Source: an optimization exercise on an open RTL-to-GDS flow (aim: small area). Production flows keep margins and buffers that such runs may drop. RTL that was checked went through simulation tests only; none was proved equivalent to the original.

## top
module top #(parameter N = 4) (
  input  wire           clk  ,
  input  wire           rst  ,
  input  wire           start,
  input  wire [8*N-1:0] a_in ,
  input  wire [8*N-1:0] w_in ,
  output wire [8*N-1:0] y_out,
  output wire           ready,
  output wire           done
);
Size in the first run: ~300 flip-flops.
export LEC_CHECK = 0
export CAP_MARGIN = 20
export CORE_MARGIN = 2
export CORE_UTILIZATION = 55
export CTS_CLUSTER_DIAMETER = 100
export CTS_CLUSTER_SIZE = 22
export SLEW_MARGIN = 20
export SYNTH_HIERARCHICAL = 1
create_clock -name core_clock -period 5.0 [get_ports {clk}]
run.sh (not shown) runs the stock make flow with config.mk's settings and CLKGATE_MAP_FILE= SYNTH_SCRIPT=/design/flow/synth_recipe.tcl, a recipe that flattens the netlist after the stock synthesis.
Next try:
==> flow/flow/run.sh (new file) <==
#!/bin/bash
# The standard layout, with the port buffers made from the smallest buffer.
set -euo pipefail
export BUFFER_PORTS_ARGS="-buffer_cell sky130_fd_sc_hd__buf_1"
bash standard.sh > standard.log 2>&1
==> flow/standard.sh (new file) <==
#!/bin/bash
# synth_recipe.tcl (not shown) runs the flow's synth.tcl, then flattens the netlist and writes it again
# the make line also repeats each setting of config.mk as NAME=value (left out here)
make -C /OpenROAD-flow-scripts/flow DESIGN_CONFIG=/design/flow/config.mk WORK_HOME=/design/flow/orfs CLKGATE_MAP_FILE= SYNTH_SCRIPT=/design/flow/synth_recipe.tcl "${@:-finish}"
CORE_UTILIZATION = 65   (was 55)
GPL_TIMING_DRIVEN = 0   (was unset)
removed: flow/run.sh
After rerunning:
- worst hold slack improved by 0.0035 ns
- wire length is lower by 1.6%
- first-iteration DRC count is higher by 22%
- count of clock-buffer cells in the layout is lower by 1
- fmax is lower by 4.0%
- setup slack got worse by 0.20 ns
- cell area is lower by 2.3%
- die area is lower by 15%
- sequential cell count is unchanged

Setup of rev 12:
top, a different RTL version from the one above (not shown whole).
Size: about 1,700 cells after synthesis, roughly 100 I/O pins.
==> flow/config.mk <==
export PLATFORM = sky130hd
export DESIGN_NAME = top
export DESIGN_NICKNAME = top
export VERILOG_FILES = /design/flow/design.v
export SDC_FILE = /design/flow/constraint.sdc
export NUM_CORES = 4
export LEC_CHECK = 0
export CAP_MARGIN = 20
export CORE_MARGIN = 2
export CORE_UTILIZATION = 55
export CTS_CLUSTER_DIAMETER = 100
export CTS_CLUSTER_SIZE = 22
export SLEW_MARGIN = 20
export SYNTH_HIERARCHICAL = 1
==> flow/constraint.sdc <==
create_clock -name core_clock -period 5.0 [get_ports {clk}]
set_input_delay 1.0000 -clock core_clock [delete_from_list [all_inputs] [get_ports {clk}]]
set_output_delay 1.0000 -clock core_clock [all_outputs]
set_load 0.01 [all_outputs]
standard.sh (not shown) runs the stock make flow with config.mk's settings and CLKGATE_MAP_FILE= SYNTH_SCRIPT=/design/flow/synth_recipe.tcl, a recipe that flattens the netlist after the stock synthesis.
==> flow/flow/run.sh <==
#!/bin/bash
# The standard layout, with the port buffers made from the smallest buffer.
set -euo pipefail
export BUFFER_PORTS_ARGS="-buffer_cell sky130_fd_sc_hd__buf_1"
bash standard.sh > standard.log 2>&1
Changes in rev 13 relative to rev 12:
==> flow/run.sh (new file) <==
#!/bin/bash
# synth_recipe.tcl (not shown) runs the flow's synth.tcl, then flattens the netlist and writes it again
# the make line also repeats each setting of config.mk as NAME=value (left out here)
make -C /OpenROAD-flow-scripts/flow DESIGN_CONFIG=/design/flow/config.mk WORK_HOME=/design/flow/orfs CLKGATE_MAP_FILE= SYNTH_SCRIPT=/design/flow/synth_recipe.tcl finish
-- flow/config.mk --
<<< rev 12, line 9
export CORE_MARGIN = 2
export CORE_UTILIZATION = 55
export CTS_CLUSTER_DIAMETER = 100
export CTS_CLUSTER_SIZE = 22
export SLEW_MARGIN = 20
export SYNTH_HIERARCHICAL = 1
>>> rev 13, line 9
export CORE_MARGIN = 2
export CORE_UTILIZATION = 55
export CTS_CLUSTER_DIAMETER = 150
export CTS_CLUSTER_SIZE = 30
export SLEW_MARGIN = 20
export SYNTH_HIERARCHICAL = 1
removed: flow/flow/run.sh
removed: flow/standard.sh
## What came out
- Compared with rev 12, rev 13 ends up with more cell area.
- Rev 13 ends up with higher post-route clock period utilization than rev 12 does.
- Delta (rev 13 minus rev 12): transition at the pin with the smallest max-transition slack grew by 28 ps; setup fix buffers added after clock tree synthesis grew by 3; total area of multi-input combinational cells held steady; clock edge transition at the registers on the reported setup and hold paths grew by 20 ps; area added between synthesis and finish grew by 2.6 points.
- Rev 13 reports its highest metal layer used by the detailed router as met4 while rev 12 reports met5.
- For rev 12, the startpoint of the most critical setup path was dut.a1d3[0]$_DFF_P_, unlike rev 13, where it was dut.a0d4[0]$_DFF_P_.
No functional check of the RTL was part of any run of this note.

top, a different RTL version from the one above (not shown whole).
Size in the first run: roughly 1800 cells after synthesis, roughly 300 flip-flops, roughly 100 I/O pins, ~21000 um^2 of cells after synthesis.
==> flow/config.mk <==
export PLATFORM = sky130hd
export DESIGN_NAME = top
export DESIGN_NICKNAME = top
export VERILOG_FILES = /design/flow/design.v
export SDC_FILE = /design/flow/constraint.sdc
export NUM_CORES = 4
export LEC_CHECK = 0
export CAP_MARGIN = 20
export CORE_MARGIN = 2
export CORE_UTILIZATION = 60
export GPL_TIMING_DRIVEN = 0
export SLEW_MARGIN = 20
export SYNTH_HIERARCHICAL = 1
==> flow/constraint.sdc <==
create_clock -name core_clock -period 5.0 [get_ports {clk}]
set_input_delay 1.0000 -clock core_clock [delete_from_list [all_inputs] [get_ports {clk}]]
set_output_delay 1.0000 -clock core_clock [all_outputs]
set_load 0.01 [all_outputs]
run.sh (not shown) runs the stock make flow with config.mk's settings and CLKGATE_MAP_FILE= SYNTH_SCRIPT=/design/flow/synth_recipe.tcl, a recipe that flattens the netlist after the stock synthesis.
Stock flow here: none of the scripts above is used.
The starting point ran to the end with violations: setup timing.
Change:
- CORE_UTILIZATION: 60 -> 40
- GPL_TIMING_DRIVEN: 0 -> unset
The changed run completed, yet does not pass: setup timing; via count barely changes; cell area increases by 5.8%; fmax grows by 4.9%; routed wire length goes up by 5.4%; setup slack gains 270 ps; global-route usage decreases by 10 points; critical path depth grows by 5; die area increases by 49%.
Function was not checked in any run of this note: the RTL went through the layout flow alone.

Another version of the RTL of top (not shown whole).
Size: ~300 flip-flops, ~100 I/O pins, about 21000 µm² of cells after synthesis.
Settings: LEC_CHECK=0, CAP_MARGIN=20, CORE_MARGIN=2, CORE_UTILIZATION=55, SLEW_MARGIN=20, SYNTH_HIERARCHICAL=1; clock period 5.0 ns.
==> next run, changes <==
Settings changed: CORE_UTILIZATION 55 to 40.
Effect: The new run completed with no timing, DRC or antenna violations. Die area came out higher by 37%. Worst hold slack is about the same. Worst setup slack gets worse by 0.028 ns. Wire length came out higher by 8.2%. Clock-buffer cell count came out higher by 3. Critical path depth came out higher by 1. First-iteration DRC count came out lower by 3.0%. Core utilization came out lower by 17 points. Global-route usage came out lower by 8.1 points.

top, a different RTL version from the one above (not shown whole).
Size in the first run: ~1300 cells after synthesis, roughly 300 flip-flops, about 17000 µm² of cells after synthesis.
Settings: LEC_CHECK=0, CAP_MARGIN=20, CORE_MARGIN=2, CORE_UTILIZATION=70, CTS_CLUSTER_DIAMETER=120, CTS_CLUSTER_SIZE=26, SLEW_MARGIN=20, SYNTH_HIERARCHICAL=1; clock period 5.0 ns.
standard.sh (not shown) runs the stock make flow with config.mk's settings and CLKGATE_MAP_FILE= SYNTH_SCRIPT=/design/flow/synth_recipe.tcl, a recipe that flattens the netlist after the stock synthesis.
==> flow/flow/run.sh <==
#!/bin/bash
# The standard layout, with the port buffers made from the smallest buffer.
set -euo pipefail
export BUFFER_PORTS_ARGS="-buffer_cell sky130_fd_sc_hd__buf_1"
bash standard.sh > standard.log 2>&1
==> next run, changes <==
CTS_CLUSTER_DIAMETER = 80   (was 120)
CTS_CLUSTER_SIZE = 30   (was 26)
Cell area goes up by 0.68%.
Synthesized area does not change.
Die area stays the same.
Setup slack loses 48 ps.
Non-clock buffer count is unchanged.
Sequential share of layout area came out lower by 0.27 points.

Setup of west:
Another version of the RTL of top (not shown whole).
Size in the first run: ~1300 cells after synthesis, about 300 flip-flops, roughly 100 I/O pins.
==> flow/config.mk <==
export PLATFORM = sky130hd
export DESIGN_NAME = top
export DESIGN_NICKNAME = top
export VERILOG_FILES = /design/flow/design.v
export SDC_FILE = /design/flow/constraint.sdc
export NUM_CORES = 4
export LEC_CHECK = 0
export CAP_MARGIN = 20
export CORE_MARGIN = 2
export CORE_UTILIZATION = 70
export CTS_CLUSTER_DIAMETER = 120
export CTS_CLUSTER_SIZE = 26
export SLEW_MARGIN = 20
export SYNTH_HIERARCHICAL = 1
==> flow/constraint.sdc <==
create_clock -name core_clock -period 5.0 [get_ports {clk}]
set_input_delay 1.0000 -clock core_clock [delete_from_list [all_inputs] [get_ports {clk}]]
set_output_delay 1.0000 -clock core_clock [all_outputs]
set_load 0.01 [all_outputs]
==> flow/flow/run.sh <==
#!/bin/bash
# The standard layout, with the port buffers made from the smallest buffer,
# and gates off the critical paths downsized at global routing.
set -euo pipefail
export BUFFER_PORTS_ARGS="-buffer_cell sky130_fd_sc_hd__buf_1"
export RECOVER_POWER=100
bash standard.sh > standard.log 2>&1
STATUS run=west STAGES=ALL_DONE FINAL_CHECKS=FAILED CAUSE=max-capacitance violations, max-slew violations
> inputs changed (west -> south)
==> flow/flow/run.sh <==
#!/bin/bash
# The standard layout, with the port buffers made from the smallest buffer.
set -euo pipefail
export BUFFER_PORTS_ARGS="-buffer_cell sky130_fd_sc_hd__buf_1"
bash standard.sh > standard.log 2>&1
Results
FAIL: west; every other run in west and south is clean. Comparing west with south, the flip-flop and latch area came out essentially unchanged. From west to south the numbers moved as follows: post-route fraction of the period consumed by the critical path +0.79 points; aggregate routed wire length ~0 delta.
Function was not checked in any run of this note: the RTL went through the layout flow alone.

## static timing again, ports no longer ideal
How much do the figures lean on ideal ports? The routed layouts below were timed once more, with nothing changed but the port constraints.
Step 1 (the two cells are an assumption about what drives the block):
set clk [get_ports {clk}]
set_driving_cell -lib_cell sky130_fd_sc_hd__clkbuf_16 $clk
set_driving_cell -lib_cell sky130_fd_sc_hd__buf_2 [delete_from_list [all_inputs] $clk]
Step 2 also shifts input and output timing later by t, the mid clock arrival at the registers, as if the neighbouring blocks saw the same clock.
a / b / c = no drivers / after step 1 / after step 2; a / b = the first two.
run | t (ns) | slack for setup (ns) | pins driven straight from the clock port
the first run of note 1 | 0.564 | 0.289 / 0.289 / 0.289 | 1
the second run of note 1 | 0.548 | 0.092 / 0.092 / 0.092 | 1
rev 12 | 0.605 | 0.147 / 0.147 / 0.147 | 1
rev 13 | 0.567 | 0.111 / 0.111 / 0.111 | 1
the first run of note 3 | 0.641 | -0.772 / -0.772 / -0.772 | 1
the second run of note 3 | 0.603 | -0.503 / -0.503 / -0.503 | 1
the first run of note 4 | 0.637 | 0.148 / 0.148 / 0.148 | 1
the second run of note 4 | 0.617 | 0.120 / 0.120 / 0.120 | 1
the first run of note 5 | 0.540 | 0.203 / 0.203 / 0.203 | 1
the second run of note 5 | 0.557 | 0.154 / 0.154 / 0.154 | 1
west | 0.558 | 0.202 / 0.202 / 0.202 | 1
south | 0.557 | 0.163 / 0.163 / 0.163 | 1
